Background: an optimization exercise with open tools, aiming at a short achievable clock period and few clock cycles. Do not read the settings as production practice.
In this exercise RTL edits were held to simulation tests only and were not proved equivalent to the original.
No activity file was given, so power comes from the tool's default toggle rates.

==> flow/design.v <==
typedef enum bit [6:0] {
	op_lui   = 7'b0110111,  
	op_auipc = 7'b0010111,  
	op_jal   = 7'b1101111,  
	op_jalr  = 7'b1100111,  
	op_br    = 7'b1100011,  
	op_load  = 7'b0000011,  
	op_store = 7'b0100011,  
	op_imm   = 7'b0010011,  
	op_reg   = 7'b0110011,  
	op_csr   = 7'b1110011   
} rv32i_opcode_e;
typedef logic [6:0] rv32i_opcode;
typedef enum bit [2:0] {
	beq  = 3'b000,
	bne  = 3'b001,
	blt  = 3'b100,
	bge  = 3'b101,
	bltu = 3'b110,
	bgeu = 3'b111
} branch_funct3_t_e;
typedef logic [2:0] branch_funct3_t;
typedef enum bit [2:0] {
	lb  = 3'b000,
	lh  = 3'b001,
	lw  = 3'b010,
	lbu = 3'b100,
	lhu = 3'b101
} load_funct3_t_e;
typedef logic [2:0] load_funct3_t;
typedef enum bit [2:0] {
	sb = 3'b000,
	sh = 3'b001,
	sw = 3'b010
} store_funct3_t_e;
typedef logic [2:0] store_funct3_t;
typedef enum bit [2:0] {
	add  = 3'b000,  
	sll  = 3'b001,
	slt  = 3'b010,
	sltu = 3'b011,
	axor = 3'b100,
	sr   = 3'b101,  
	aor  = 3'b110,
	aand = 3'b111
} arith_funct3_t_e;
typedef logic [2:0] arith_funct3_t;
typedef enum bit [2:0] {
	alu_add = 3'b000,
	alu_sll = 3'b001,
	alu_sra = 3'b010,
	alu_sub = 3'b011,
	alu_xor = 3'b100,
	alu_srl = 3'b101,
	alu_or  = 3'b110,
	alu_and = 3'b111
} alu_ops_e;
typedef logic [2:0] alu_ops;
typedef logic [31:0] rv32i_word;
typedef logic [4:0] rv32i_reg;
typedef logic [3:0] rv32i_mem_wmask;
typedef struct packed {
	rv32i_opcode opcode;
	logic [2:0] alumux_sel;
	logic [2:0] alumux2_sel;
	logic [1:0] exoutmux_sel;
	alu_ops aluop;
	branch_funct3_t cmpop;
	logic is_branch;
	logic is_jump;
	logic is_jalr;
	logic write_data;
	logic read_data;
	logic [3:0] write_mask;
	logic [2:0] load_type;
	logic wbmux_sel;
	logic load_regfile;
	logic instr_type_load;  
	logic instr_type_store;  
	logic forwarding_exempt;
} rv32i_control_word;
module mux2 #(parameter width = 32)
(
	input sel,
	input [width-1:0] a, b,
	output logic [width-1:0] f
);
always_comb
begin
	if (sel == 0)
		f = a;
	else
		f = b;
	end
endmodule
module mux4 #(parameter width = 32)
(
	input [1:0] sel,
	input [width-1:0] a, b, c, d,
	output logic [width-1:0] f
);
logic [width-1:0] out;
assign f = out;
always_comb
begin
	if (sel == 2'b00)
		out = a;
	else if (sel == 2'b01)
		out = b;
	else if (sel == 2'b10)
		out = c;
	else  
		out = d;
	end
endmodule
module mux8 #(parameter width = 32)
(
	input [2:0] sel,
	input [width-1:0] a, b, c, d, e, f, g, h,
	output logic [width-1:0] i
);
logic [width-1:0] out;
assign i = out;
always_comb
begin
	unique case (sel)
		3'b000  : out = a;
		3'b001  : out = b;
		3'b010  : out = c;
		3'b011  : out = d;
		3'b100  : out = e;
		3'b101  : out = f;
		3'b110  : out = g;
		default : out = h;  
	endcase
end
endmodule
module alu
(
    input alu_ops aluop,
    input [31:0] a, b,
    output logic [31:0] f
);
always_comb
begin
    case (aluop)
        alu_add:  f = a + b;
        alu_sll:  f = a << b[4:0];
        alu_sra:  f = $signed(a) >>> b[4:0];
        alu_sub:  f = a - b;
        alu_xor:  f = a ^ b;
        alu_srl:  f = a >> b[4:0];
        alu_or:   f = a | b;
        alu_and:  f = a & b;
    endcase
end
endmodule
module cmp
(
	input branch_funct3_t cmpop,
	input rv32i_word a, b,
	output logic enable
);
logic out;
assign enable = out;
always_comb
begin
	case(cmpop)
		beq: out = a == b;
		bne: out = a != b;
		blt: out = $signed(a) < $signed(b);
		bge: out = $signed(a) >= $signed(b);
		bltu: out = a < b;
		bgeu: out = a >= b;
		slt: out = $signed(a) < $signed(b);
		sltu: out = a < b;
		default: begin
			out = 1'b0;
			$display("Unrecognized cmp: ", cmpop);
		end
	endcase
end
endmodule
module control_rom (
	input rv32i_opcode opcode,
	input logic [2:0] funct3,
	input logic [6:0] funct7,
	output rv32i_control_word ctrl
);
logic bit30;
assign bit30 = funct7[5];
always_comb
begin
	ctrl.opcode = opcode;
	ctrl.load_regfile = 1'b0;
	ctrl.alumux_sel = 3'b000;
	ctrl.alumux2_sel = 3'b000;
	ctrl.exoutmux_sel = 2'b00;
	ctrl.aluop = alu_add;
	ctrl.cmpop = funct3;
	ctrl.is_branch = 1'b0;
	ctrl.is_jump = 1'b0;
	ctrl.is_jalr = 1'b0;
	ctrl.write_data = 1'b0;
	ctrl.read_data = 1'b0;
	ctrl.write_mask = 4'b1111;
	ctrl.load_type = 3'b000;
	ctrl.wbmux_sel = 1'b0;
	ctrl.instr_type_load = 1'b0;
	ctrl.instr_type_store = 1'b0;
	ctrl.forwarding_exempt = 1'b0;
	case(opcode)
		op_lui: begin
			ctrl.load_regfile = 1'b1;
			ctrl.alumux_sel = 3'd2;
			ctrl.alumux2_sel = 3'd1;
			ctrl.forwarding_exempt = 1'b1;
		end
		op_auipc: begin
			ctrl.load_regfile = 1'b1;
			ctrl.alumux_sel = 3'd1;
			ctrl.alumux2_sel = 3'd1;
			ctrl.forwarding_exempt = 1'b1;
		end
		op_jal: begin
			ctrl.is_jump = 1'b1;
			ctrl.exoutmux_sel = 2'b10;
			ctrl.load_regfile = 1'b1;
			ctrl.forwarding_exempt = 1'b1;
		end
		op_jalr: begin
			ctrl.is_jump = 1'b1;
			ctrl.is_jalr = 1'b1;
			ctrl.exoutmux_sel = 2'b10;
			ctrl.load_regfile = 1'b1;
		end
		op_br: begin
			ctrl.is_branch = 1;
		end
		op_load: begin
			ctrl.load_regfile = 1'b1;
			ctrl.read_data = 1'b1;
			ctrl.wbmux_sel = 1'b1;
			ctrl.instr_type_load = 1'b1;
			case(funct3)
				lw: begin
					ctrl.load_type = 3'b000;  
				end
				lhu: begin
					ctrl.load_type = 3'b001;  
				end
				lh: begin
					ctrl.load_type = 3'b010;  
				end
				lbu: begin
					ctrl.load_type = 3'b011;  
				end
				lb: begin
					ctrl.load_type = 3'b100;  
				end
				default: $display("Unrecognized load: ", funct3);
			endcase
		end
		op_store: begin
			ctrl.alumux2_sel = 3'd2;
			ctrl.write_data = 1'b1;
			ctrl.instr_type_store = 1'b1;
			case(funct3)
				sb: ctrl.write_mask = 4'b0001;
				sh: ctrl.write_mask = 4'b0011;
				sw: ctrl.write_mask = 4'b1111;
				default: $display("Unrecognized store: ", funct3);
			endcase
		end
		op_imm: begin
			ctrl.load_regfile = 1'b1;
			case(funct3)
				slt: ctrl.exoutmux_sel = 2'b01;
				sltu: ctrl.exoutmux_sel = 2'b01;
				sr: ctrl.aluop = bit30 ? alu_sra : alu_srl;
				default: ctrl.aluop = funct3;  
			endcase
		end
		op_reg: begin
			ctrl.load_regfile = 1'b1;
			ctrl.alumux2_sel = 3'd3;
			case(funct3)
				slt: ctrl.exoutmux_sel = 2'b01;
				sltu: ctrl.exoutmux_sel = 2'b01;
				sr: ctrl.aluop = bit30 ? alu_sra : alu_srl;
				add: ctrl.aluop = bit30 ? alu_sub : alu_add;
				default: ctrl.aluop = funct3;  
			endcase
		end
		op_csr: begin
		end
		default: begin
			ctrl = 0;  
		end
	endcase
end
endmodule
module regfile
(
    input clk,
    input load,
    input [31:0] in,
    input [4:0] src_a, src_b, dest,
    output logic [31:0] reg_a, reg_b
);
logic [31:0] data [32]  ;
always_ff @(posedge clk)
begin
    if (load && dest)
    begin
        data[dest] <= in;
    end
end
always_comb
begin
    if (src_a == 5'd0)  
        reg_a = 32'b0;
    else  
        reg_a = load & (dest == src_a) ? in : data[src_a];
    if (src_b == 5'd0)  
        reg_b = 32'b0;
    else  
        reg_b = load & (dest == src_b) ? in : data[src_b];
end
endmodule
module pipeline_register #(parameter width = 32, parameter [width-1:0] reset_value = {width{1'b0}})
(
    input clk,
    input rst,
    input stall,
    input clear,
    input [width-1:0] in,
    output logic [width-1:0] out
);
logic [width-1:0] data;
always_ff @(posedge clk)
begin
    if (rst)
    begin
        data <= reset_value;
    end
    else if (~stall)
    begin
        data <= clear ? {width{1'b0}} : in;
    end
end
always_comb
begin
    out = data;
end
endmodule
module data_forwarding_unit (
	input rv32i_control_word EX_ctrl,
	input rv32i_control_word MEM_ctrl,
	input rv32i_control_word WB_ctrl,
	input rv32i_word EX_ir,
	input rv32i_word MEM_ir,
	input rv32i_word WB_ir,
	output logic stall_EX,
	output logic [2:0] rs1_outmux_sel,
	output logic [2:0] rs2_outmux_sel,
	output logic wdatabmux_sel
);
logic [4:0] EX_rs1, EX_rs2;
logic [4:0] MEM_rs2, MEM_dr;
logic [4:0] WB_dr;
assign EX_rs1 = EX_ir[19:15];
assign EX_rs2 = EX_ir[24:20];
assign MEM_rs2 = MEM_ir[24:20];
assign MEM_dr = MEM_ir[11:7];
assign WB_dr = WB_ir[11:7];
logic is_MEMMEM;
logic stall_condition, stall_match_rs1, stall_match_rs2;
assign stall_condition = MEM_ctrl.load_regfile & MEM_ctrl.instr_type_load
	& ~(MEM_dr == 0) & ~EX_ctrl.forwarding_exempt; 
assign stall_match_rs1 = EX_rs1 == MEM_dr;
assign stall_match_rs2 = EX_rs2 == MEM_dr;
assign stall_EX = stall_condition & (stall_match_rs1 | stall_match_rs2);
logic exex_condition, exex_match_rs1, exex_match_rs2;
assign exex_condition = MEM_ctrl.load_regfile & ~MEM_ctrl.instr_type_load
	& ~(MEM_dr == 0) & ~EX_ctrl.forwarding_exempt; 
assign exex_match_rs1 = EX_rs1 == MEM_dr;  
assign exex_match_rs2 = EX_rs2 == MEM_dr;  
logic memex_condition, memex_match_rs1, memex_match_rs2;
assign memex_condition = WB_ctrl.load_regfile & ~(WB_dr == 0)
	& ~EX_ctrl.forwarding_exempt;
assign memex_match_rs1 = EX_rs1 == WB_dr;
assign memex_match_rs2 = EX_rs2 == WB_dr;
logic memmem_condition, memmem_match_rs1, memmem_match_rs2;
assign memmem_condition = WB_ctrl.load_regfile & WB_ctrl.instr_type_load
	& ~(WB_dr == 0) & MEM_ctrl.instr_type_store;
assign memmem_match_rs2 = MEM_rs2 == WB_dr;  
assign is_MEMMEM = memmem_condition & memmem_match_rs2;
always_comb
begin
	if (exex_condition & exex_match_rs1)
		rs1_outmux_sel = 2'b01;
	else if (memex_condition & memex_match_rs1)
		rs1_outmux_sel = 2'b10;
	else
		rs1_outmux_sel = 2'b00;
	if (exex_condition & exex_match_rs2)
		rs2_outmux_sel = 2'b01;
	else if (memex_condition & memex_match_rs2)
		rs2_outmux_sel = 2'b10;
	else
		rs2_outmux_sel = 2'b00;
end
assign wdatabmux_sel = is_MEMMEM;
endmodule
module cpu
(
    input clk,
    input rst,
    output logic read_a,
    output logic [31:0] address_a,
    input logic resp_a,
    input logic [31:0] rdata_a,
    output logic read_b,
    output logic write_b,
    output logic [3:0] wmask_b,
    output logic [31:0] address_b,
    output logic [31:0] wdata_b,
    input logic resp_b,
    input logic [31:0] rdata_b
);
localparam int BI = 4;           
localparam int BT = 4;           
localparam int NB = 1 << BI;
localparam int BH = 13;          
assign read_a = 1'b1;
function automatic logic [31:0] ks_add(input logic [31:0] a, input logic [31:0] b, input logic cin);
    logic [31:0] g, p, gg, pp;
    g = a & b;
    p = a ^ b;
    gg = g;
    gg[0] = g[0] | (p[0] & cin);
    pp = p;
    for (int l = 0; l < 5; l++) begin
        for (int i = 31; i >= (1 << l); i--) begin
            gg[i] = gg[i] | (pp[i] & gg[i - (1 << l)]);
            pp[i] = pp[i] & pp[i - (1 << l)];
        end
    end
    ks_add = p ^ {gg[30:0], cin};
endfunction
function automatic logic lt31(input logic [31:0] a, input logic [31:0] b);
    logic [30:0] l, e;
    l = ~a[30:0] & b[30:0];
    e = ~(a[30:0] ^ b[30:0]);
    for (int k = 0; k < 5; k++) begin
        for (int i = 30; i >= (1 << k); i--) begin
            l[i] = l[i] | (e[i] & l[i - (1 << k)]);
            e[i] = e[i] & e[i - (1 << k)];
        end
    end
    lt31 = l[30];
endfunction
logic [31:0] fpc;
logic        D_v;
logic [31:0] D_ir, D_pc;
logic        D_pt, D_phit;
logic [1:0]  D_pctr;
logic [31:0] D_ptgt;
logic        D_bj;
logic [31:0] D_immbj;
logic        E_v, E_k;          
logic [31:0] E_ptgt;
logic [31:0] E_aa, E_ba;        
logic [31:0] E_ax, E_bx;        
logic [31:0] E_bn;              
logic [4:0]  E_sa;              
logic [31:0] E_ca, E_cb;        
logic [31:0] E_la, E_lb;        
logic [31:0] E_pc, E_pc4, E_tgt, E_cT, E_cF, E_jp0, E_jp1;
logic        E_phit, E_mT, E_mF, E_mJ, E_jv, E_mTt, E_mFt;
logic        E_mTx, E_mFx;
logic [1:0]  E_pctr;
logic [4:0]  E_rd;
logic        E_wr, E_ld, E_st, E_br, E_jal, E_jalr, E_sdM;
logic        E_rAdd, E_rSub, E_rXor, E_rOr, E_rAnd, E_rSll, E_rSrl, E_rSra, E_rSlt, E_rSltu, E_rLink;
logic        E_cEq, E_cNe, E_cLt, E_cGe, E_cLtu, E_cGeu;
logic [3:0]  E_mask;
logic [4:0]  E_lt;               
logic        M_v;
logic [31:0] M_res, M_addr, M_sd, M_pc4;
logic [4:0]  M_rd;
logic        M_wr, M_ld, M_st, M_rq, M_wq;
logic [3:0]  M_mask;
logic [4:0]  M_lt;
logic        W_v;
logic [31:0] W_res;
logic [4:0]  W_rd;
logic        W_wr;
logic [31:0] rf [32];
logic           bv   [NB];
logic [BT-1:0]  btag [NB];
logic [BH:2]    btgt [NB];
logic [1:0]     bctr [NB];
logic mstall, m_stl_r, stall_D, E_mis, D_redir;
logic [31:0] E_cpc, D_rtgt;
assign mstall = (M_rq | M_wq) & ~resp_b;
assign address_a = fpc;
logic [BI-1:0] f_idx;
logic [BT-1:0] f_tag;
logic f_hit, f_pt;
logic [31:0] f_tgt;
assign f_idx = fpc[BI+1:2];
assign f_tag = fpc[BI+BT+1:BI+2];
logic [NB-1:0] f_oh, f_hv, f_tv;
always_comb begin
    for (int i = 0; i < NB; i++) begin
        f_oh[i] = f_idx == i[BI-1:0];
        f_hv[i] = bv[i] & (btag[i] == f_tag);
        f_tv[i] = f_hv[i] & bctr[i][1];
    end
end
assign f_hit = |(f_oh & f_hv);
assign f_pt  = |(f_oh & f_tv);
assign f_tgt = {fpc[31:BH+1], btgt[f_idx], 2'b00};
logic [31:0] f_pc4;
assign f_pc4[1:0] = 2'b00;
assign f_pc4[2] = ~fpc[2];
for (genvar k = 3; k < 32; k++) begin : g_inc
    assign f_pc4[k] = fpc[k] ^ (&fpc[k-1:2]);
end
logic f_h1, f_h2, f_dup;
logic [31:0] f_norm1, f_norm, f_cpc;
logic f_blk, f_mis;
always_comb begin
    if (m_stl_r)
        f_norm1 = M_pc4;
    else if (f_h1)
        f_norm1 = D_pc;
    else if (f_h2 || stall_D)
        f_norm1 = fpc;
    else if (D_redir)
        f_norm1 = D_rtgt;
    else
        f_norm1 = f_pc4;
end
assign f_blk  = m_stl_r | f_h1 | f_h2 | stall_D | D_redir;
assign f_norm = f_blk ? f_norm1 : f_dup ? (D_pt ? D_ptgt : f_pc4) : f_pt ? f_tgt : f_pc4;
assign f_mis = E_mis & ~m_stl_r;
assign f_cpc = E_jvx ? {x_sum[31:1], 1'b0} : x_cond ? E_cT : E_cF;
always_ff @(posedge clk) begin
    if (rst)
        fpc <= 32'd0;
    else
        fpc <= f_mis ? f_cpc : f_norm;
end
always_ff @(posedge clk) begin
    if (rst) begin
        m_stl_r <= 1'b0;
        f_h1  <= 1'b0;
        f_h2  <= 1'b0;
        f_dup <= 1'b0;
    end else begin
        m_stl_r <= mstall;
        if (mstall || m_stl_r || E_mis) begin
            f_h1  <= 1'b0;
            f_h2  <= 1'b0;
            f_dup <= 1'b0;
        end else if (f_h1) begin
            f_h1  <= 1'b0;
            f_h2  <= 1'b1;
        end else if (f_h2) begin
            f_h2  <= ~resp_a;
            f_dup <= resp_a;
        end else begin
            f_h1  <= ~f_dup & ~stall_D & ~D_redir & ~resp_a;
            f_dup <= f_dup & stall_D;
        end
    end
end
logic f_jal, f_br;
assign f_jal = rdata_a[6:0] == 7'b1101111;
assign f_br  = rdata_a[6:0] == 7'b1100011;
always_ff @(posedge clk) begin
    if (rst) begin
        D_v <= 1'b0;
    end else begin
        if (mstall || m_stl_r || E_mis || f_h1)
            D_v <= 1'b0;
        else if (f_h2)
            D_v <= resp_a;
        else if (!stall_D)
            D_v <= resp_a & ~D_redir & ~f_dup;
    end
    if (!stall_D && !f_h1) begin
        D_ir   <= rdata_a;
        D_bj   <= f_jal | (f_br & rdata_a[31]);
        D_immbj <= f_jal ? {{12{rdata_a[31]}}, rdata_a[19:12], rdata_a[20], rdata_a[30:21], 1'b0}
                         : {{20{rdata_a[31]}}, rdata_a[7], rdata_a[30:25], rdata_a[11:8], 1'b0};
        D_pc   <= fpc;
        D_pt   <= f_pt;
        D_phit <= f_hit;
        D_pctr <= bctr[f_idx];
        D_ptgt <= f_tgt;
    end
end
logic [6:0] d_op;
logic [2:0] d_f3;
logic [4:0] d_rd, d_rs1, d_rs2;
logic d_lui, d_auipc, d_jal, d_jalr, d_br, d_ld, d_st, d_opi, d_opr;
logic d_wr, d_useA, d_useB;
logic [31:0] d_immI, d_immS, d_immB, d_immU, d_immJ, d_imm;
assign d_op  = D_ir[6:0];
assign d_f3  = D_ir[14:12];
assign d_rd  = D_ir[11:7];
assign d_rs1 = D_ir[19:15];
assign d_rs2 = D_ir[24:20];
assign d_lui   = d_op == 7'b0110111;
assign d_auipc = d_op == 7'b0010111;
assign d_jal   = d_op == 7'b1101111;
assign d_jalr  = d_op == 7'b1100111;
assign d_br    = d_op == 7'b1100011;
assign d_ld    = d_op == 7'b0000011;
assign d_st    = d_op == 7'b0100011;
assign d_opi   = d_op == 7'b0010011;
assign d_opr   = d_op == 7'b0110011;
assign d_wr   = (d_lui | d_auipc | d_jal | d_jalr | d_ld | d_opi | d_opr) & (d_rd != 5'd0);
assign d_useA = (d_jalr | d_br | d_ld | d_st | d_opi | d_opr) & (d_rs1 != 5'd0);
assign d_useB = (d_br | d_opr) & (d_rs2 != 5'd0);
logic d_useX;
logic d_cmpE, d_cmpL;    
assign d_cmpE = (d_br & ~d_f3[2]) | d_jalr;
assign d_cmpL = (d_br & d_f3[2]) | ((d_opi | d_opr) & (d_f3 == 3'b010 | d_f3 == 3'b011));
assign d_useX = (d_br | d_opr | d_st) & (d_rs2 != 5'd0);
assign d_immI = {{21{D_ir[31]}}, D_ir[30:20]};
assign d_immS = {{21{D_ir[31]}}, D_ir[30:25], D_ir[11:7]};
assign d_immB = {{20{D_ir[31]}}, D_ir[7], D_ir[30:25], D_ir[11:8], 1'b0};
assign d_immU = {D_ir[31:12], 12'h000};
assign d_immJ = {{12{D_ir[31]}}, D_ir[19:12], D_ir[20], D_ir[30:21], 1'b0};
always_comb begin
    if (d_st) d_imm = d_immS;
    else if (d_lui | d_auipc) d_imm = d_immU;
    else d_imm = d_immI;
end
logic [31:0] m_ld, m_val;
logic E_wrv, M_wrv, W_wrv;
assign E_wrv = E_v & E_wr;
assign M_wrv = M_v & M_wr;
assign W_wrv = W_v & W_wr;
logic d_aE, d_aM, d_aW, d_bE, d_bM, d_bW;
assign d_aE = E_wrv && E_rd == d_rs1;
assign d_aM = M_wrv && M_rd == d_rs1;
assign d_aW = W_wrv && W_rd == d_rs1;
assign d_bE = E_wrv && E_rd == d_rs2;
assign d_bM = M_wrv && M_rd == d_rs2;
assign d_bW = W_wrv && W_rd == d_rs2;
logic [31:0] d_ra, d_rb;    
assign d_ra = (d_rs1 == 5'd0) ? 32'd0 : d_aM ? M_res : d_aW ? W_res : rf[d_rs1];
assign d_rb = (d_rs2 == 5'd0) ? 32'd0 : d_bM ? M_res : d_bW ? W_res : rf[d_rs2];
logic d_aL, d_bL;           
assign d_aL = d_aM & M_ld & (d_rs1 != 5'd0);
assign d_bL = d_bM & M_ld & (d_rs2 != 5'd0);
assign stall_D = D_v & E_v & E_ld & ((d_useA & d_aE) | (d_useB & d_bE));
logic [31:0] d_btgt;    
logic [31:0] d_pc4;
assign d_pc4 = ks_add(D_pc, 32'd4, 1'b0);
assign d_btgt = ks_add(D_pc, D_immbj, 1'b0);
assign D_rtgt = d_btgt;
assign D_redir = D_v & ~D_pt & D_bj;
logic [31:0] x_res;
logic d_go, d_ptk;
assign d_go  = D_v & ~stall_D;             
assign d_ptk = D_pt | D_redir;             
always_ff @(posedge clk) begin
    if (rst) begin
        E_v <= 1'b0;
        E_k <= 1'b1;
    end else begin
        E_v <= d_go;
        E_k <= E_mis | mstall;
    end
    begin
        E_aa   <= x_byp(d_useA & d_aE) | ((d_useA & d_aE) ? 32'd0 : (d_useA & d_aL) ? m_ld : d_lui ? 32'd0 : d_auipc ? D_pc : d_ra);
        E_ax   <= x_byp(d_useA & d_aE) | ((d_useA & d_aE) ? 32'd0 : (d_useA & d_aL) ? m_ld : d_ra);
        E_ba   <= x_byp(d_useB & d_bE) | ((d_useB & d_bE) ? 32'd0 : (d_useB & d_bL) ? m_ld : (d_br | d_opr) ? d_rb : d_imm);
        E_bn   <= ~(x_byp(d_useB & d_bE) | ((d_useB & d_bE) ? 32'd0 : (d_useB & d_bL) ? m_ld : (d_br | d_opr) ? d_rb : d_imm));
        E_bx   <= x_byp(d_useX & d_bE) | ((d_useX & d_bE) ? 32'd0 : (d_useX & d_bL) ? m_ld : (d_br | d_opr | d_st) ? d_rb : d_imm);
        E_sa   <= x_byp(d_useB & d_bE) | ((d_useB & d_bE) ? 5'd0 : (d_useB & d_bL) ? m_ld[4:0] : d_opr ? d_rb[4:0] : d_imm[4:0]);
        E_ca   <= x_byp(d_cmpE & d_useA & d_aE) | ((~d_cmpE | (d_useA & d_aE)) ? 32'd0 : (d_useA & d_aL) ? m_ld : d_ra);
        E_cb   <= x_byp(d_cmpE & d_useX & d_bE) | ((~d_cmpE | (d_useX & d_bE)) ? 32'd0 : (d_useX & d_bL) ? m_ld : (d_br | d_opr) ? d_rb : d_imm);
        E_la   <= x_byp(d_cmpL & d_useA & d_aE) | ((~d_cmpL | (d_useA & d_aE)) ? 32'd0 : (d_useA & d_aL) ? m_ld : d_ra);
        E_lb   <= x_byp(d_cmpL & d_useX & d_bE) | ((~d_cmpL | (d_useX & d_bE)) ? 32'd0 : (d_useX & d_bL) ? m_ld : (d_br | d_opr) ? d_rb : d_imm);
        E_sdM  <= d_st & (d_rs2 != 5'd0) & d_bE & E_ld;
        E_pc   <= D_pc;
        E_pc4  <= d_pc4;
        E_tgt  <= d_btgt;
        E_cT   <= (d_br | d_jal) ? d_btgt : d_pc4;
        E_cF   <= d_jal ? d_btgt : d_pc4;
        E_mT   <= d_go & ((d_br | d_jal) ? ~d_ptk : D_pt);
        E_mF   <= d_go & (d_jal ? ~d_ptk : d_ptk);
        E_mTt  <= d_go & (d_br | d_jal) & D_pt;
        E_mFt  <= d_go & d_jal & D_pt;
        E_mJ   <= ~D_pt;
        E_jv   <= d_go & d_jalr;
        E_jp0  <= ks_add(D_ptgt, ~d_immI, 1'b1);
        E_jp1  <= ks_add({D_ptgt[31:1], 1'b1}, ~d_immI, 1'b1);
        E_ptgt <= D_ptgt;
        E_phit <= D_phit;
        E_pctr <= D_pctr;
        E_rd   <= d_rd;
        E_wr   <= d_wr;
        E_ld   <= d_ld;
        E_st   <= d_st;
        E_br   <= d_br;
        E_jal  <= d_jal;
        E_jalr <= d_jalr;
        E_rAdd <= d_lui | d_auipc | d_ld | d_st | ((d_opi | d_opr) & d_f3 == 3'b000 & ~(d_opr & D_ir[30]));
        E_rSub <= d_opr & d_f3 == 3'b000 & D_ir[30];
        E_rSll <= (d_opi | d_opr) & d_f3 == 3'b001;
        E_rSlt <= (d_opi | d_opr) & d_f3 == 3'b010;
        E_rSltu<= (d_opi | d_opr) & d_f3 == 3'b011;
        E_rXor <= (d_opi | d_opr) & d_f3 == 3'b100;
        E_rSrl <= (d_opi | d_opr) & d_f3 == 3'b101 & ~D_ir[30];
        E_rSra <= (d_opi | d_opr) & d_f3 == 3'b101 & D_ir[30];
        E_rOr  <= (d_opi | d_opr) & d_f3 == 3'b110;
        E_rAnd <= (d_opi | d_opr) & d_f3 == 3'b111;
        E_rLink<= d_jal | d_jalr;
        E_cEq  <= d_f3 == 3'b000;
        E_cNe  <= d_f3 == 3'b001;
        E_cLt  <= d_f3 == 3'b100;
        E_cGe  <= d_f3 == 3'b101;
        E_cLtu <= d_f3 == 3'b110;
        E_cGeu <= d_f3 == 3'b111;
        E_mask <= d_f3[1] ? 4'b1111 : d_f3[0] ? 4'b0011 : 4'b0001;
        E_lt   <= {d_f3 == 3'b000, d_f3 == 3'b100, d_f3 == 3'b001, d_f3 == 3'b101, d_f3[1]};
    end
end
logic [31:0] x_a, x_b;
assign x_a = E_ax;
assign x_b = E_bx;
logic [31:0] x_sum, x_diff, x_sll, x_srl, x_sra;
logic x_eq, x_ltu, x_lt, x_lt31;
assign x_sum  = ks_add(E_aa, E_ba, 1'b0);
assign x_diff = ks_add(E_ax, E_bn, 1'b1);
assign x_sll  = x_a << E_sa;
assign x_srl  = x_a >> E_sa;
assign x_sra  = $signed(x_a) >>> E_sa;
assign x_eq   = &(~(E_ca ^ E_cb));
assign x_lt31 = lt31(E_la, E_lb);
assign x_ltu  = (~E_la[31] & E_lb[31]) | (~(E_la[31] ^ E_lb[31]) & x_lt31);
assign x_lt   = (E_la[31] & ~E_lb[31]) | (~(E_la[31] ^ E_lb[31]) & x_lt31);
function automatic logic [31:0] x_byp(input logic sel);
    x_byp = ({32{sel & E_rAdd}} & x_sum)
          | ({32{sel & E_rSub}} & x_diff)
          | ({32{sel & E_rSll}} & x_sll)
          | ({32{sel & E_rSrl}} & x_srl)
          | ({32{sel & E_rSra}} & x_sra)
          | ({32{sel & E_rXor}} & (x_a ^ x_b))
          | ({32{sel & E_rOr}}  & (x_a | x_b))
          | ({32{sel & E_rAnd}} & (x_a & x_b))
          | {31'd0, sel & ((E_rSlt & x_lt) | (E_rSltu & x_ltu))}
          | ({32{sel & E_rLink}} & E_pc4);
endfunction
assign x_res = ({32{E_rAdd}} & x_sum)
             | ({32{E_rSub}} & x_diff)
             | ({32{E_rSll}} & x_sll)
             | ({32{E_rSrl}} & x_srl)
             | ({32{E_rSra}} & x_sra)
             | ({32{E_rXor}} & (x_a ^ x_b))
             | ({32{E_rOr}}  & (x_a | x_b))
             | ({32{E_rAnd}} & (x_a & x_b))
             | {31'd0, (E_rSlt & x_lt) | (E_rSltu & x_ltu)}
             | ({32{E_rLink}} & E_pc4);
logic x_cond, x_jok;
assign x_cond = (E_cEq & x_eq) | (E_cNe & ~x_eq) | (E_cLt & x_lt) | (E_cGe & ~x_lt)
              | (E_cLtu & x_ltu) | (E_cGeu & ~x_ltu);
assign x_jok = (&(~(E_ca ^ E_jp0))) | (&(~(E_ca ^ E_jp1)));
logic x_tok;
assign x_tok = &(~(E_ptgt ^ E_tgt));
logic E_jvx;
assign E_mTx = ~E_k & (E_mT | (E_mTt & ~x_tok));
assign E_mFx = ~E_k & (E_mF | (E_mFt & ~x_tok));
assign E_jvx = ~E_k & E_jv;
assign E_mis = E_jvx ? (E_mJ | ~x_jok) : (x_cond ? E_mTx : E_mFx);
assign E_cpc = E_jalr ? {x_sum[31:1], 1'b0} : (x_cond ? E_cT : E_cF);
logic          u_we;
logic [BI-1:0] u_idx;
logic [BT-1:0] u_tag;
logic [BH:2]   u_tgt;
logic [1:0]    u_ctr;
logic [1:0]    e_ctr;
always_comb begin
    if (!E_br || !E_phit)
        e_ctr = 2'b11;
    else if (x_cond)
        e_ctr = (E_pctr == 2'b11) ? 2'b11 : E_pctr + 2'd1;
    else
        e_ctr = (E_pctr == 2'b00) ? 2'b00 : E_pctr - 2'd1;
end
always_ff @(posedge clk) begin
    if (rst)
        u_we <= 1'b0;
    else
        u_we <= ~mstall & E_v & ~E_k & (E_jal | E_jalr | E_br);
    u_idx <= E_pc[BI+1:2];
    u_tag <= E_pc[BI+BT+1:BI+2];
    u_tgt <= E_jalr ? x_sum[BH:2] : E_tgt[BH:2];
    u_ctr <= (E_br & ~E_phit & ~x_cond) ? 2'b01 : e_ctr;
end
always_ff @(posedge clk) begin
    for (int i = 0; i < NB; i++) begin
        if (rst)
            bv[i] <= 1'b0;
        else if (u_we && u_idx == i[BI-1:0])
            bv[i] <= 1'b1;
        if (u_we && u_idx == i[BI-1:0]) begin
            btag[i] <= u_tag;
            btgt[i] <= u_tgt;
            bctr[i] <= u_ctr;
        end
    end
end
always_ff @(posedge clk) begin
    if (rst) begin
        M_v  <= 1'b0;
        M_rq <= 1'b0;
        M_wq <= 1'b0;
    end else if (!mstall) begin
        M_v  <= E_v & ~E_k;
        M_rq <= E_v & ~E_k & E_ld;
        M_wq <= E_v & ~E_k & E_st;
    end
    if (!mstall) begin
        M_pc4  <= E_pc4;
        M_res  <= x_res;
        M_addr <= x_sum;
        M_sd   <= E_sdM ? m_ld : E_bx;    
        M_rd   <= E_rd;
        M_wr   <= E_wr;
        M_ld   <= E_ld;
        M_st   <= E_st;
        M_mask <= E_mask;
        M_lt   <= E_lt;
    end
end
assign read_b    = M_rq;
assign write_b   = M_wq;
assign address_b = M_addr;
assign wmask_b   = M_mask;
assign wdata_b   = M_sd;
assign m_ld = ({32{M_lt[0]}} & rdata_b)
            | ({32{M_lt[1]}} & {16'd0, rdata_b[15:0]})
            | ({32{M_lt[2]}} & {{16{rdata_b[15]}}, rdata_b[15:0]})
            | ({32{M_lt[3]}} & {24'd0, rdata_b[7:0]})
            | ({32{M_lt[4]}} & {{24{rdata_b[7]}}, rdata_b[7:0]});
assign m_val = M_ld ? m_ld : M_res;
always_ff @(posedge clk) begin
    if (rst) begin
        W_v <= 1'b0;
    end else begin
        W_v <= M_v & ~mstall;
    end
    W_res <= m_val;
    W_rd  <= M_rd;
    W_wr  <= M_wr;
end
always_ff @(posedge clk) begin
    if (W_wrv)
        rf[W_rd] <= W_res;
end
endmodule
==> flow/run.sh <==
#!/bin/bash
# synth_recipe.tcl (not shown) runs the flow's synth.tcl, then flattens the netlist and writes it again
# the make line also repeats each setting of config.mk as NAME=value (left out here)
make -C /OpenROAD-flow-scripts/flow DESIGN_CONFIG=/design/flow/config.mk WORK_HOME=/design/flow/orfs CLKGATE_MAP_FILE= SYNTH_SCRIPT=/design/flow/synth_recipe.tcl finish
==> flow/config.mk <==
export PLATFORM = sky130hd
export DESIGN_NAME = cpu
export DESIGN_NICKNAME = cpu
export VERILOG_FILES = /design/flow/design.v
export SDC_FILE = /design/flow/constraint.sdc
export NUM_CORES = 4
export LEC_CHECK = 0
export ABC_CLOCK_PERIOD_IN_PS = 3000
export CAP_MARGIN = 35
export CORE_MARGIN = 2
export CORE_UTILIZATION = 60
export SETUP_SLACK_MARGIN = 5.0
export SLEW_MARGIN = 35
==> flow/constraint.sdc <==
create_clock -name core_clock -period 8.5 [get_ports {clk}]
set_input_delay 1.7000 -clock core_clock [delete_from_list [all_inputs] [get_ports {clk}]]
set_output_delay 1.7000 -clock core_clock [all_outputs]
set_load 0.01 [all_outputs]
==> results.yml, run 1 <==
clocking:
  clock_latency_ns: 0.94
  clk_pin_slew_ns: 0.08
  cts_buffer_depth: 3
  numCtsBuffers: 219
  cts_root_buf: "clkbuf_16"
  cts_tree: "built"
  cts.sinks: 2239
  ctsHoldBuffers: 0
  htreeDepth: 4
logic_synthesis:
  synth_warnings: 5
  synth.distinct_cells: 96
  async_reset_ff_frac: 0
  netlist_instances: 8287
  netlist.area_leader.share: 0.4305
  synth_top_cell_by_area: "edfxtp_1"
  synth.avg_cell_area_sq_um: 13.03
  syn_area_sq_mm: 0.1080
  synth_edf_count: 1548
  yosysSeqAreaShare: 0.5586
  ys_ff_latch: 2239
  yosys_most_used_dff: "edfxtp_1"
  synth_area_leaders: "edfxtp_1 43%, mux4_2 14%, dfxtp_1 13%, ha_1 2.6%, nor2_1 2.5%"
final_layout:
  largest_register_ffs: 1024
  drive_gt1_frac: 0.3015
  final_common_cell: "edfxtp_1"
  top_register: "rf"
  register_area_sq_mm: 0.06058
  reg_top3: "rf x1024, btgt x192, btag x64"
  mostFrequentLayoutCells: "1548 x edfxtp_1, 693 x mux4_2, 622 x nor2_1"
  multi_input_area_sq_mm: 0.04885
  fill_cells: 10760
  syn2layout_area_growth_pct: 21.81
  nNetsFinal: 9173
  fin_cells: 11450
pwr:
  finalPower_mw: 42.69
  vdd_drop_max_mv: 0.3828
  cellPowerDensity_mw_per_mm2: 324.6
  leakagePower_nw: 47.79
global_routing:
  grtUsageTotal: 0.4948
  grt_pass1_wl_mm: 636.3
  grt_overflow: 0
  grt_max_degree: 130
  antenna_found_initial: 48
  grt_pass1_vias: 81200
floorplanning:
  rows: 155
  initial_core_util: 0.6045
  die_h_um: 428.2
  die-area_sq_mm: 0.1834
  core-area_sq_mm: 0.1786
  num_io_pins: 171
  die_width_um: 428.2
place:
  globalplace.congestion: 1.029
  io_buffers: 168
  place_inst: 10520
  dp_hpwl_mm: 277.8
timing:
  fmax_mhz: 243.7
  rsz0062_at_grt: "true"
  final_max_slew_viol_count: 0
  worst_slew_pin_slew_ns: 1.224
  skew_ns: 0.09854
  finalSetupViolCount: 0
  relSlewSlack: 0.1839
  fin_setup_tns_ns: 0
  period_minus_slack_ns: 4.103
  fin_crit_sh: 0.4827
  hold_viol_final: 0
critical_path:
  worstPathRequired_ns: 9.28
  arrival_ns: 4.88
  r2r_slack_ns: 4.40
  cp-start-kind: "flop"
  worst_setup_path_end_kind: "flop"
  r2r_cells: 17
  critPathMaxFanout: 6
  path_class: "reg2reg"
worst_hold_path:
  hold_class: "reg2reg"
  min_path_cells: 0
drt:
  routed_wl_mm: 496.6
  route.detailed.drc: 0
  vias_per_cell: 7.787
  drt_first_iter_violations: 17220
  avgRoutedWirePerCell_um: 43.36
  drtAntennaViolNets: 0
  firstDrtPassIters: 6
  vias: 89190
flow_run:
  max_cap_viol_count: 0
status:
  status: "no timing/DRC/antenna violations"
-- cells in the mapped netlist (46+ instances only) --
library cell	number
ha_1	228
a21o_1	99
dfxtp_1	691
clkbuf_1	370
inv_1	296
a31oi_1	46
a211oi_1	86
nand2_1	536
edfxtp_1	1548
o211ai_1	84
nand3_1	119
mux2_2	57
mux2i_1	184
a22oi_1	81
buf_2	87
mux4_2	693
xor2_1	148
o21ai_0	407
xnor2_1	259
a221oi_1	53
buf_1	55
nor3_1	135
nand4_1	82
a21oi_1	526
nor2_1	713
and3_1	56
-- cell type report --
type / count / area share
antenna: 32 / 0.0006088
clock buffer: 302 / 0.04734
timing repair buffer: 914 / 0.07869
sequential: 2239 / 0.4606
timing repair inverter: 2 / 0.0001142
inverter: 303 / 0.008913
multi-input combinational: 5194 / 0.3714
tap: 2355 / 0.02240
clock inverter: 112 / 0.009941
-- through the flow --
step | utilization | worst slack (ns) | area, sq um | hold slack (ns)
after floorplan | - | 4.904 | 108000 | 0.3096
after global placement | 0.6312 | 3.158 | 112800 | 0.3105
after detailed placement | 0.6324 | 3.171 | 113000 | 0.3128
after CTS | 0.7073 | 4.799 | 126300 | 0.3261
after global routing | 0.7360 | 4.368 | 131500 | 0.3320
final | 0.7364 | 4.397 | 131500 | 0.3246
-- path summary, 6_finish.rpt --
path                            endpoint  startpoint
worst min register to register  u_tag[1]     E_pc[7]
worst max register to register   E_la[6]        flop
worst max-delay path             E_la[6]        flop
worst min-delay path            u_tag[1]     E_pc[7]
-- worst max-delay path, cell delays in order, from the launching register on --
cell and delay [ns]:
dfxtp_4 0.37, buf_12 0.13, clkbuf_16 0.15, buf_6 0.12, clkbuf_16 0.16, buf_12 0.13
buf_12 0.12, mux4_2 0.49, mux4_2 0.54, mux2i_4 0.51, a211oi_4 0.15, a21oi_2 0.18
nor3_2 0.08, a21oi_2 0.31, nor2_2 0.13, nor2_4 0.16, buf_12 0.17, nor2_4 0.05
-- timing repair --
action                     4_1_cts  5_1_grt
pin swaps                      145      215
gates resized for setup        826      572
setup endpoints to repair      600      351
cloned                          36       39
setup buffers                  202      211
-- metal layers --
layer	track usage	share of wire
met1	0.6153	0.31
met2	0.7226	0.41
met3	0.1526	0.16
met4	0.3903	0.12
met5	0	0.00066
-- cells by family after synthesis --
kind of cell,Yosys count,share of synthesized area
adders and majority gates,232,0.02716
DFF,2239,0.5586
and+or+nand+nor,1886,0.07900
AOI/OAI and AO/OA,1733,0.1021
other,1,0.00003473
buffers and inverters,855,0.03254
xor gates and xnor gates,407,0.03301
muxes,934,0.1675
-- power breakdown --
part,internal [mW],switching (mW)
registers,13.4,1.86
logic,6.82,10.0
clock network,5.80,4.78
total,26.0,16.7
Testbench counts, summed over its fixed seeds: cycles 63,291.
==> inputs of run 2 (changes only) <==
--- a/flow/design.v
+++ b/flow/design.v
@@ -547,3 +547,10 @@
 assign f_blk  = m_stl_r | f_h1 | f_h2 | stall_D | D_redir;
-assign f_norm = f_blk ? f_norm1 : f_dup ? (D_pt ? D_ptgt : f_pc4) : f_pt ? f_tgt : f_pc4;
+logic        f_bb, f_fr;
+logic [12:0] f_lo;
+logic [31:0] f_btgt;
+assign f_bb    = (rdata_a[6:0] == 7'b1100011) & rdata_a[31];
+assign f_lo    = fpc[12:0] + {rdata_a[31], rdata_a[7], rdata_a[30:25], rdata_a[11:8], 1'b0};
+assign f_btgt  = {fpc[31:13], f_lo[12:0]};
+assign f_fr    = f_bb & ~f_pt & ~f_dup;
+assign f_norm  = f_blk ? f_norm1 : f_dup ? (D_pt ? D_ptgt : f_pc4) : f_pt ? f_tgt : f_fr ? f_btgt : f_pc4;
 assign f_mis = E_mis & ~m_stl_r;
@@ -600,6 +607,6 @@
         D_pc   <= fpc;
-        D_pt   <= f_pt;
+        D_pt   <= f_pt | (f_fr & ~f_h2);
         D_phit <= f_hit;
         D_pctr <= bctr[f_idx];
-        D_ptgt <= f_tgt;
+        D_ptgt <= f_pt ? f_tgt : f_btgt;
     end
--- a/flow/config.mk
+++ b/flow/config.mk
@@ -10,3 +10,3 @@
 export CORE_MARGIN = 2
-export CORE_UTILIZATION = 60
+export CORE_UTILIZATION = 40
 export SETUP_SLACK_MARGIN = 5.0
==> results.yml, run 2 <==
status:
  status: "no timing/DRC/antenna violations"
worst_hold_path:
  hold_path.startpoint: "E_pc[4]"
  hold_class: "reg2reg"
  min_path_cells: 0
  min_to: "u_idx[2]"
pwr:
  swShare: 0.3727
  cellPowerDensity_mw_per_mm2: 301.8
  pwr-share-comb: 0.362
  power_switching_mw: 15.07
  p_seq_frac: 0.366
  clkPwrFrac: 0.272
  vdd_drop_max_mv: 0.2305
  p_int_mw: 25.37
  leakagePower_nw: 48.10
timing:
  skew_ns: 0.1156
  rsz0062_at_grt: "true"
  fin_setup_tns_ns: 0
  fmax_mhz: 263.2
  hold_ws_ns: 0.3019
  final_max_slew_viol_count: 0
  worst_slew_pin_slew_ns: 1.070
  timing.final.ws_setup_ns: 4.700
  period_minus_slack_ns: 3.800
  hold_viol_final: 0
  finalSetupViolCount: 0
  relSlewSlack: 0.2865
  fin_crit_sh: 0.4470
final_layout:
  fin_cells: 12790
  top_register: "rf"
  syn2layout_area_growth_pct: 22.90
  register_area_sq_mm: 0.06064
  nNetsFinal: 9307
  fill_cells: 23250
  multi_input_area_sq_mm: 0.04981
  final_common_cell: "edfxtp_1"
  largest_register_ffs: 1024
  drive_gt1_frac: 0.2908
  mostFrequentLayoutCells: "1550 x edfxtp_1, 700 x mux4_2, 657 x nor2_1"
  fin_util: 0.4945
  reg_top3: "rf x1024, btgt x192, btag x64"
critical_path:
  critical_path.slowest_cell: "a211o_1"
  arrival_ns: 4.56
  r2r_start: "fpc[2]"
  worstPathRequired_ns: 9.26
  worst_setup_path_end_kind: "flop"
  r2r_cells: 15
  worstPathBufferInverterCount: 5
  critPathMaxFanout: 13
  r2r_end: "fpc[8]"
  crit_start: "fpc[2]"
  cp_top_family: "compound AO/OA/AOI/OAI gates"
  cp-start-kind: "flop"
  crit_chain: "buf_12 -> clkinvlp_4 -> buf_12 -> ha_4 -> buf_8 -> nor3b_2 -> buf_4 -> a22o_1 -> a221oi_1 -> nand3_1 -> a211o_1 -> mux2i_1 -> o211ai_1 -> a32o_1 -> a31o_2"
  slowest_delay_ns: 0.44
  path_class: "reg2reg"
  cpMostUsedCell: "buf_12"
  cp.depth: 15
  r2r_slack_ns: 4.70
logic_synthesis:
  synth_top_cell_by_area: "edfxtp_1"
  yosysSeqAreaShare: 0.5541
  yosys_most_used_dff: "edfxtp_1"
  synth_common_cells: "1550 x edfxtp_1, 752 x nor2_1, 700 x mux4_2"
  synth_edf_count: 1550
  netlist.area_leader.share: 0.4268
  synth_area_leaders: "edfxtp_1 43%, mux4_2 14%, dfxtp_1 13%, ha_1 2.8%, nor2_1 2.6%"
  async_reset_ff_frac: 0
  ys_ff_latch: 2243
  synth.distinct_cells: 94
  synth_warnings: 5
  syn_area_sq_mm: 0.1090
  netlist_instances: 8427
  synth.avg_cell_area_sq_um: 12.94
  synth_most_common_cell: "edfxtp_1"
clocking:
  cts_tree: "built"
  numCtsBuffers: 245
  htreeDepth: 4
  cts_root_buf: "clkbuf_16"
  clock_latency_ns: 0.95
  cts_buffer_depth: 4
  ctsHoldBuffers: 0
  clk_pin_slew_ns: 0.07
  cts.sinks: 2243
global_routing:
  grt_pass1_wl_mm: 632.8
  antenna_found_initial: 44
  grtUsageTotal: 0.3253
  grt_pass1_vias: 78590
  grt_overflow: 0
  grt_max_degree: 112
place:
  pre_cts_slack_ns: 3.112
  dp_hpwl_mm: 301.6
  place_inst: 11880
  io_buffers: 168
  globalplace.congestion: 1.053
floorplanning:
  initial_core_util: 0.4024
  core-area_sq_mm: 0.2710
  num_io_pins: 171
  die_width_um: 526.1
  rows: 191
  die_h_um: 526.1
  die-area_sq_mm: 0.2768
drt:
  routed_wl_mm: 468.6
  drt_first_iter_violations: 12660
  vias_per_cell: 6.532
  drtAntennaViolNets: 0
  vias: 83510
  route.detailed.drc: 0
  avgRoutedWirePerCell_um: 36.65
  firstDrtPassIters: 8
flow_run:
  max_cap_viol_count: 0
[run 2: worst max path at each step]
stage,end,slack [ns]
global placement,E_aa[10],1.84
CTS,fpc[31],4.73
floorplan,fpc[11],4.66
finish,fpc[8],4.70
global route,fpc[7],4.74
detailed placement,E_ca[23],3.11
[run 2: kinds of logic (layout without fill, tap and decap cells)]
family	count (synthesis)	count (layout)	synth area share
xor+xnor	407	407	0.03269
fa+ha+maj	245	245	0.02846
buf+inv	856	1617	0.03163
other cells	1	21	0.00003439
flops	2243	2243	0.5541
simple gates	1971	1976	0.08158
compound gates	1772	1774	0.1050
mux	932	932	0.1665
[run 2: timing repair]
item                                    4_1_cts  5_1_grt
endpoints found under the hold margin         0        0
gates resized for setup                     826      478
buffers inserted                            238      136
pin swaps                                   115      191
endpoints found under the setup margin      623      304
cloned                                       43       23
[run 2: cell type report]
class | instances | area share
multi-input combinational | 5336 | 0.3717
inverter | 288 | 0.008338
timing repair inverter | 1 | 0.00005602
antenna | 19 | 0.0003548
tap | 3570 | 0.03333
timing repair buffer | 879 | 0.07264
clock inverter | 138 | 0.01122
sequential | 2243 | 0.4525
clock buffer | 311 | 0.04984
[run 2: through the flow]
| stage | total power [mW] | instance area (sq um) |
|---|---|---|
| finish | 40.44 | 134000 |
| CTS | 39.08 | 130300 |
| global route | 41.34 | 134000 |
| floorplan | 20.88 | 109200 |
| detailed placement | 26.69 | 115900 |
| global placement | 26.59 | 115600 |
[run 2: layer usage]
layer | vias up | share of wire | global-route usage
met5 | - | 0.00021 | 0
met4 | 14 | 0.080 | 0.2107
met3 | 1387 | 0.11 | 0.07515
met2 | 6070 | 0.44 | 0.4915
met1 | 42370 | 0.37 | 0.4204
li1 | 33670 | - | -
[run 2: power by group through the flow]
stage / registers, mW / clock network, mW / logic, mW
after floorplan: 14.2 / 0 / 6.72
after global placement: 15.1 / 0 / 11.5
after detailed placement: 15.1 / 0 / 11.6
after CTS: 14.7 / 11.0 / 13.3
after global routing: 14.9 / 11.5 / 15.0
final: 14.8 / 11.0 / 14.6
Testbench counts of run 2, summed over its fixed seeds: cycles 62,627.
==> inputs of run 3 (changes only) <==
--- a/flow/design.v
+++ b/flow/design.v
@@ -431,3 +431,3 @@
 );
-localparam int BI = 4;           
+localparam int BI = 5;           
 localparam int BT = 4;           
==> results.yml, run 3 <==
logic_synthesis:
  synth_edf_count: 1838
  yosys_most_used_dff: "edfxtp_1"
  synth_warnings: 5
  netlist.area_leader.share: 0.4577
  yosysSeqAreaShare: 0.5758
  synth.avg_cell_area_sq_um: 13.17
  synth_most_common_cell: "edfxtp_1"
  async_reset_ff_frac: 0
  synth_top_cell_by_area: "edfxtp_1"
  synth_area_leaders: "edfxtp_1 46%, mux4_2 13%, dfxtp_1 12%, nor2_1 2.5%, ha_1 2.5%"
  ys_ff_latch: 2549
  synth_common_cells: "1838 x edfxtp_1, 812 x nor2_1, 711 x dfxtp_1"
  synth.distinct_cells: 95
  netlist_instances: 9155
  syn_area_sq_mm: 0.1206
floorplanning:
  die_h_um: 553.1
  rows: 201
  initial_core_util: 0.4022
  num_io_pins: 171
  die_width_um: 553.1
  die-area_sq_mm: 0.3059
  core-area_sq_mm: 0.2998
timing:
  worst_slew_pin_slew_ns: 1.041
  fin_setup_tns_ns: 0
  finalSetupViolCount: 0
  fin_crit_sh: 0.4600
  final_max_slew_viol_count: 0
  skew_ns: 0.09155
  relSlewSlack: 0.3012
  rsz0062_at_grt: "true"
  period_minus_slack_ns: 3.910
  fmax_mhz: 255.8
  hold_viol_final: 0
pwr:
  cellPowerDensity_mw_per_mm2: 254.4
  leakagePower_nw: 52.55
  vdd_drop_max_mv: 0.1942
critical_path:
  cp.depth: 13
  r2r_cells: 13
  worstPathBufferInverterCount: 2
  crit_start: "fpc[2]"
  cp_top_family: "compound AO/OA/AOI/OAI gates"
  worstPathRequired_ns: 9.30
  critPathMaxFanout: 8
  crit_chain: "clkinvlp_4 -> ha_4 -> and4bb_2 -> buf_12 -> a222oi_1 -> nand2_1 -> a221oi_2 -> nand4_1 -> a211o_1 -> a211oi_2 -> a21oi_2 -> o32a_1 -> a41o_1"
  path_class: "reg2reg"
  r2r_start: "fpc[2]"
  cp-start-kind: "flop"
  r2r_slack_ns: 4.59
  arrival_ns: 4.71
  critical_path.slowest_cell: "a222oi_1"
  slowest_delay_ns: 0.71
  worst_setup_path_end_kind: "flop"
global_routing:
  top_usage_layer: "met2"
  grt_use_met3: 0.07314
  grt_pass1_wl_mm: 677.3
  antenna_found_initial: 63
  use_met1: 0.4159
  grt_overflow: 0
  grt_pass1_vias: 84930
  grtUsageTotal: 0.3132
  grt_max_degree: 113
  grt_use_met2: 0.4688
clocking:
  htreeDepth: 5
  cts_root_buf: "clkbuf_16"
  clock_latency_ns: 0.94
  numCtsBuffers: 285
  cts_tree: "built"
  cts.sinks: 2549
  ctsHoldBuffers: 0
  cts_buffer_depth: 4
  clk_pin_slew_ns: 0.07
worst_hold_path:
  min_path_cells: 0
  hold_path.startpoint: "E_pc[2]"
  hold_class: "reg2reg"
final_layout:
  largest_register_ffs: 1024
  top_register: "rf"
  drive_gt1_frac: 0.2874
  finalInstanceArea_sq_mm: 0.1487
  fin_cells: 13990
  mostFrequentLayoutCells: "1838 x edfxtp_1, 694 x mux4_2, 688 x nor2_1"
  nNetsFinal: 10090
  reg_top3: "rf x1024, btgt x384, btag x128"
  final_common_cell: "edfxtp_1"
  syn2layout_area_growth_pct: 23.33
place:
  dp_hpwl_mm: 323.1
  io_buffers: 168
  dpl_cell_area_sq_mm: 0.1284
  place_inst: 12950
  globalplace.congestion: 1.016
drt:
  firstDrtPassIters: 9
  routed_wl_mm: 499.6
  vias: 90420
  drtAntennaViolNets: 0
  avgRoutedWirePerCell_um: 35.70
  route.detailed.drc: 0
  drt_first_iter_violations: 14360
  vias_per_cell: 6.462
flow_run:
  max_cap_viol_count: 0
status:
  status: "no timing/DRC/antenna violations"
[run 3: changes by cell type after synthesis, sizes merged, moves of 38 or more]
cell	before	now
a221oi	58	104
xnor2	221	308
nor2	753	813
edfxtp	1550	1838
a22oi	67	105
clkbuf	392	445
nand4	91	129
nand2	551	592
[run 3: final timing paths]
kind / to
min reg2reg: u_idx[0]
min: u_idx[0]
max: fpc[7]
max reg2reg: fpc[7]
[run 3: final cells by class]
cell class,count,area [sq um]
inverters,301,1175
repair inverters,1,7.507
clock inverters,165,1629
multi-input cells,5683,52330
diodes,29,72.57
well taps,3958,4952
repair buffers,952,11210
clock buffers,355,7672
flip-flops and latches,2549,69660
fillers,25390,151100
[run 3: what timing repair did]
| item | CTS | global route |
|---|---|---|
| cloned | 50 | 27 |
| gates resized for setup | 869 | 500 |
| endpoints found under the setup margin | 625 | 328 |
| pin swaps | 149 | 253 |
| buffers inserted | 256 | 155 |
[run 3: metrics by stage]
stage | worst slack [ns] | util | power, mW | hold WS, ns
2_1_floorplan | 4.790 | - | 19.82 | 0.3096
3_3_place_gp | 2.815 | 0.4256 | 23.50 | 0.3137
3_5_place_dp | 2.995 | 0.4283 | 23.63 | 0.3146
4_1_cts | 4.758 | 0.4823 | 36.92 | 0.3192
5_1_grt | 4.621 | 0.4959 | 38.66 | 0.3256
6_report | 4.590 | 0.4961 | 37.83 | 0.3092
[run 3: kinds of logic after synthesis]
kind of cell	share of synthesized area
compound gates	0.1023
xor+xnor	0.03472
fa+ha+maj	0.02584
buf+inv	0.03146
flops	0.5758
mux	0.1490
other cells	0.00003110
simple gates	0.08090
[run 3: layer usage]
layer | share of wire | wire [um]
met4 | 0.071 | 35350
met5 | 0.00025 | 124
met1 | 0.37 | 185600
met2 | 0.44 | 219100
met3 | 0.12 | 59450
[run 3: worst reg2reg max path, stage by stage, from the launching register on]
cell and delay (ns):
dfxtp_4 0.41, clkinvlp_4 0.18, ha_4 0.25, and4bb_2 0.28, buf_12 0.14, a222oi_1 0.72, nand2_1 0.17, a221oi_2 0.22
nand4_1 0.29, a211o_1 0.40, a211oi_2 0.25, a21oi_2 0.07, o32a_1 0.20, a41o_1 0.23
[run 3: where the power goes]
| part | leakage [nW] | switching, mW | total (mW) | internal, mW |
|---|---|---|---|---|
| logic | 25.1 | 5.94 | 9.82 | 3.88 |
| clock network | 4.50 | 5.40 | 12.4 | 7.04 |
| registers | 23.0 | 1.05 | 15.6 | 14.5 |
Testbench counts of run 3, summed over its fixed seeds: cycles 62,627.
==> inputs of run 4 (changes only) <==
--- a/flow/design.v
+++ b/flow/design.v
@@ -431,3 +431,3 @@
 );
-localparam int BI = 5;           
+localparam int BI = 4;           
 localparam int BT = 4;           
@@ -476,3 +476,3 @@
 logic [31:0] E_bn;              
-logic [4:0]  E_sa;              
+logic [4:0]  E_sal, E_sar;      
 logic [31:0] E_ca, E_cb;        
@@ -547,10 +547,3 @@
 assign f_blk  = m_stl_r | f_h1 | f_h2 | stall_D | D_redir;
-logic        f_bb, f_fr;
-logic [12:0] f_lo;
-logic [31:0] f_btgt;
-assign f_bb    = (rdata_a[6:0] == 7'b1100011) & rdata_a[31];
-assign f_lo    = fpc[12:0] + {rdata_a[31], rdata_a[7], rdata_a[30:25], rdata_a[11:8], 1'b0};
-assign f_btgt  = {fpc[31:13], f_lo[12:0]};
-assign f_fr    = f_bb & ~f_pt & ~f_dup;
-assign f_norm  = f_blk ? f_norm1 : f_dup ? (D_pt ? D_ptgt : f_pc4) : f_pt ? f_tgt : f_fr ? f_btgt : f_pc4;
+assign f_norm = f_blk ? f_norm1 : f_dup ? (D_pt ? D_ptgt : f_pc4) : f_pt ? f_tgt : f_pc4;
 assign f_mis = E_mis & ~m_stl_r;
@@ -607,6 +600,6 @@
         D_pc   <= fpc;
-        D_pt   <= f_pt | (f_fr & ~f_h2);
+        D_pt   <= f_pt;
         D_phit <= f_hit;
         D_pctr <= bctr[f_idx];
-        D_ptgt <= f_pt ? f_tgt : f_btgt;
+        D_ptgt <= f_tgt;
     end
@@ -637,2 +630,5 @@
 logic d_useX;
+logic d_shl, d_shr;      
+assign d_shl = (d_opi | d_opr) & (d_f3 == 3'b001);
+assign d_shr = (d_opi | d_opr) & (d_f3 == 3'b101);
 logic d_cmpE, d_cmpL;    
@@ -694,3 +690,4 @@
         E_bx   <= x_byp(d_useX & d_bE) | ((d_useX & d_bE) ? 32'd0 : (d_useX & d_bL) ? m_ld : (d_br | d_opr | d_st) ? d_rb : d_imm);
-        E_sa   <= x_byp(d_useB & d_bE) | ((d_useB & d_bE) ? 5'd0 : (d_useB & d_bL) ? m_ld[4:0] : d_opr ? d_rb[4:0] : d_imm[4:0]);
+        E_sal  <= x_byp(d_shl & d_useB & d_bE) | ((~d_shl | (d_useB & d_bE)) ? 5'd0 : (d_useB & d_bL) ? m_ld[4:0] : d_opr ? d_rb[4:0] : d_imm[4:0]);
+        E_sar  <= x_byp(d_shr & d_useB & d_bE) | ((~d_shr | (d_useB & d_bE)) ? 5'd0 : (d_useB & d_bL) ? m_ld[4:0] : d_opr ? d_rb[4:0] : d_imm[4:0]);
         E_ca   <= x_byp(d_cmpE & d_useA & d_aE) | ((~d_cmpE | (d_useA & d_aE)) ? 32'd0 : (d_useA & d_aL) ? m_ld : d_ra);
@@ -751,5 +748,5 @@
 assign x_diff = ks_add(E_ax, E_bn, 1'b1);
-assign x_sll  = x_a << E_sa;
-assign x_srl  = x_a >> E_sa;
-assign x_sra  = $signed(x_a) >>> E_sa;
+assign x_sll  = x_a << E_sal;
+assign x_srl  = x_a >> E_sar;
+assign x_sra  = $signed(x_a) >>> E_sar;
 assign x_eq   = &(~(E_ca ^ E_cb));
==> results.yml, run 4 <==
status:
  status: "no timing/DRC/antenna violations"
clocking:
  ctsHoldBuffers: 0
  cts_root_buf: "clkbuf_16"
  cts_tree: "built"
  numCtsBuffers: 241
  clock_latency_ns: 0.99
  htreeDepth: 4
  clk_pin_slew_ns: 0.06
  cts_buffer_depth: 4
  cts.sinks: 2244
critical_path:
  critPathMaxFanout: 4
  critical_path.slowest_cell: "edfxtp_1"
  slowest_delay_ns: 0.57
  r2r_cells: 14
  crit_chain: "ha_2 -> inv_2 -> fa_2 -> nor2b_4 -> o2111ai_4 -> a32oi_4 -> a21oi_2 -> o31a_1 -> buf_4 -> mux2i_4 -> a2111oi_0 -> or4_1 -> a21o_1 -> a21oi_1"
  r2r_start: "D_immbj[1]"
  crit_end: "fpc[21]"
  arrival_ns: 4.63
  worst_setup_path_end_kind: "flop"
  cp-start-kind: "flop"
  r2r_slack_ns: 4.69
  path_class: "reg2reg"
  worstPathRequired_ns: 9.32
  crit_start: "D_immbj[1]"
  r2r_end: "fpc[21]"
global_routing:
  antenna_found_initial: 36
  grt_use_met2: 0.5161
  grt_pass1_wl_mm: 633.8
  grt_overflow: 0
  grt_max_degree: 73
  grt_use_met3: 0.06588
  grtUsageTotal: 0.3340
  grt_pass1_vias: 76900
  top_usage_layer: "met2"
  use_met1: 0.4206
final_layout:
  drive_gt1_frac: 0.3029
  nNetsFinal: 9236
  fill_cells: 22920
  syn2layout_area_growth_pct: 24.37
  fin_cells: 12720
  top_register: "rf"
  reg_top3: "rf x1024, btgt x192, btag x64"
  mostFrequentLayoutCells: "1548 x edfxtp_1, 675 x mux4_2, 581 x dfxtp_1"
  largest_register_ffs: 1024
  final_common_cell: "edfxtp_1"
floorplanning:
  num_io_pins: 171
  rows: 190
  die_width_um: 523.4
  die-area_sq_mm: 0.2740
  die_h_um: 523.4
  initial_core_util: 0.4025
  core-area_sq_mm: 0.2682
logic_synthesis:
  synth-xor-area-share: 0.03295
  synth.distinct_cells: 94
  synth.area.mux_share: 0.1661
  async_reset_ff_frac: 0
  yosys_most_used_dff: "edfxtp_1"
  synth.avg_cell_area_sq_um: 12.95
  synth-adder-area-share: 0.02717
  syn_area_sq_mm: 0.1079
  synth_compound_area_frac: 0.1018
  synth_warnings: 5
  synth_edf_count: 1548
  synth_top_cell_by_area: "edfxtp_1"
  netlist.area_leader.share: 0.4307
  ys_ff_latch: 2244
  netlist_instances: 8331
  synth_most_common_cell: "edfxtp_1"
  yosysSeqAreaShare: 0.5598
  synth_common_cells: "1548 x edfxtp_1, 696 x dfxtp_1, 675 x mux4_2"
  synth_simple_gate_area_share: 0.08006
  synth_top_family_by_area: "multiplexers"
  synth_area_leaders: "edfxtp_1 43%, mux4_2 14%, dfxtp_1 13%, ha_1 2.6%, nor2_1 2.3%"
flow_run:
  max_cap_viol_count: 0
worst_hold_path:
  hold_class: "reg2reg"
drt:
  vias_per_cell: 6.389
  route.detailed.drc: 0
  avgRoutedWirePerCell_um: 37.23
  firstDrtPassIters: 8
  drt_first_iter_violations: 11690
  routed_wl_mm: 473.6
  vias: 81290
  drtAntennaViolNets: 0
pwr:
  cellPowerDensity_mw_per_mm2: 255.9
  swShare: 0.3315
  pwr-share-comb: 0.272
  vdd_drop_max_mv: 0.2087
  clkPwrFrac: 0.324
  leakagePower_nw: 48.42
  p_int_mw: 22.96
  p_seq_frac: 0.405
  power_switching_mw: 11.39
timing:
  worst_slew_pin_slew_ns: 1.060
  fmax_mhz: 262.7
  period_minus_slack_ns: 3.807
  fin_setup_tns_ns: 0
  relSlewSlack: 0.2937
  skew_ns: 0.1101
  finalSetupViolCount: 0
  hold_ws_ns: 0.3258
  fin_crit_sh: 0.4479
  rsz0062_at_grt: "true"
  hold_viol_final: 0
  final_max_slew_viol_count: 0
place:
  place_inst: 11790
  dp_hpwl_mm: 307.1
  io_buffers: 168
  globalplace.congestion: 1.030
-- run 4: cell count changes in the layout (fill, tap and decap cells not counted), moves of 29 or more --
cell and delta:
a22o_1 -35, nor3_1 -29, a21oi_1 -32, xnor2_1 -60, a21oi_2 -30, nor2_1 -111, nand4_1 -46, edfxtp_1 -290
clkbuf_16 -45, a221oi_1 -43
-- run 4: cell type report --
| type | count | area (sq um) | area share |
|---|---|---|---|
| clock buffers | 290 | 6487 | 0.04833 |
| diodes | 27 | 67.56 | 0.0005034 |
| inverters | 307 | 1195 | 0.008902 |
| well taps | 3552 | 4444 | 0.03311 |
| repair buffers | 911 | 10190 | 0.07594 |
| flip-flops and latches | 2244 | 60650 | 0.4519 |
| clock inverters | 161 | 1783 | 0.01328 |
| multi-input cells | 5229 | 49390 | 0.3680 |
| repair inverters | 2 | 12.51 | 0.00009322 |
-- run 4: per-stage QoR --
step / utilization / worst slack, ns / total power [mW] / area (sq um)
final: 0.5005 / 4.693 / 34.35 / 134200
after global routing: 0.5004 / 4.709 / 35.14 / 134200
after CTS: 0.4850 / 4.812 / 33.53 / 130100
after detailed placement: 0.4289 / 3.075 / 21.44 / 115000
after global placement: 0.4272 / 2.473 / 21.36 / 114500
after floorplan: - / 4.947 / 17.63 / 108000
-- run 4: worst min path at each step --
stage | to | depth (start not counted) | slack (ns) | from
2_1_floorplan | u_idx[0] | 0 | 0.31 | E_pc[2]
3_3_place_gp | u_idx[1] | 0 | 0.31 | E_pc[3]
3_5_place_dp | u_tag[2] | 0 | 0.31 | E_pc[8]
4_1_cts | u_tag[2] | 0 | 0.33 | E_pc[8]
5_1_grt | u_tag[2] | 0 | 0.33 | E_pc[8]
6_report | u_idx[2] | 0 | 0.33 | E_pc[4]
-- run 4: worst max-delay path: cells and delay by family, from the launching register on --
family	cells	cell delay, ns
mux	1	0.20
fa+ha+maj	2	0.65
buf+inv	2	0.22
flops	1	0.57
simple gates	2	0.72
compound gates	7	1.35
-- run 4: routing by layer --
metal,up-vias,wire [um]
met3,1276,46050
li1,33170,-
met4,16,41760
met5,-,130
met1,41480,173300
met2,5348,212400
-- run 4: what timing repair did --
| action | in CTS | in global routing |
|---|---|---|
| endpoints found under the setup margin | 627 | 315 |
| buffers inserted | 222 | 163 |
| hold endpoints to repair | 0 | 0 |
| cloned | 45 | 26 |
| pin swaps | 127 | 228 |
| gates resized for setup | 955 | 525 |
-- run 4: power groups by stage --
| stage | Clock, mW | Sequential, mW | Combinational (mW) |
|---|---|---|---|
| 2_1_floorplan | 0 | 13.5 | 4.15 |
| 3_3_place_gp | 0 | 14.1 | 7.25 |
| 3_5_place_dp | 0 | 14.1 | 7.33 |
| 4_1_cts | 11.2 | 13.9 | 8.48 |
| 5_1_grt | 11.6 | 13.9 | 9.60 |
| 6_report | 11.1 | 13.9 | 9.33 |
-- run 4: cell families (layout without fill, tap and decap cells) --
kind of cell | after synthesis | after routing
buffers and inverters | 865 | 1671
flip-flops | 2244 | 2244
XOR/XNOR | 406 | 406
multiplexers | 941 | 941
other | 1 | 29
AND/OR/NAND/NOR | 1915 | 1921
adder cells (fa/ha/maj) | 232 | 232
AO/OA/AOI/OAI | 1727 | 1727
Testbench counts of run 4, summed over its fixed seeds: cycles 63,291.

## separate check: timing with driven ports
In the flow no input, the clock included, has a driving cell. The finished layouts below were timed again as built, in two steps.
Step 1 sets driving cells, clkbuf_16 on the clock port and buf_2 on the other inputs (assumed; they add their load-dependent delay and slew).
Step 2, shift: input delay + t, output delay - t, t = (earliest + latest rising clock arrival at the registers) / 2. This alone moves slack from input paths to output paths.
Slacks: no drivers / after step 1 / after step 2; pairs: no drivers / after step 1.
| run | t, ns | setup WS [ns] | worst setup path at the end | latest minus earliest clock arrival (ns) | worst slew at a driven data input, ns |
|---|---|---|---|---|---|
| run 1 | 0.989 | 4.397 / 4.397 / 4.101 | input to register | 0.099 / 0.099 | 0.10 |
| run 2 | 0.984 | 4.700 / 4.700 / 3.989 | input to register | 0.130 / 0.131 | 0.14 |
| run 3 | 0.990 | 4.590 / 4.590 / 3.941 | input to register | 0.104 / 0.103 | 0.17 |
| run 4 | 1.020 | 4.693 / 4.693 / 4.053 | input to register | 0.112 / 0.111 | 0.07 |
After both steps every run listed still meets setup and hold. For run 2, which loses most, drivers alone change the setup slack by 0.000 ns; drivers and shift together by -0.711 ns.
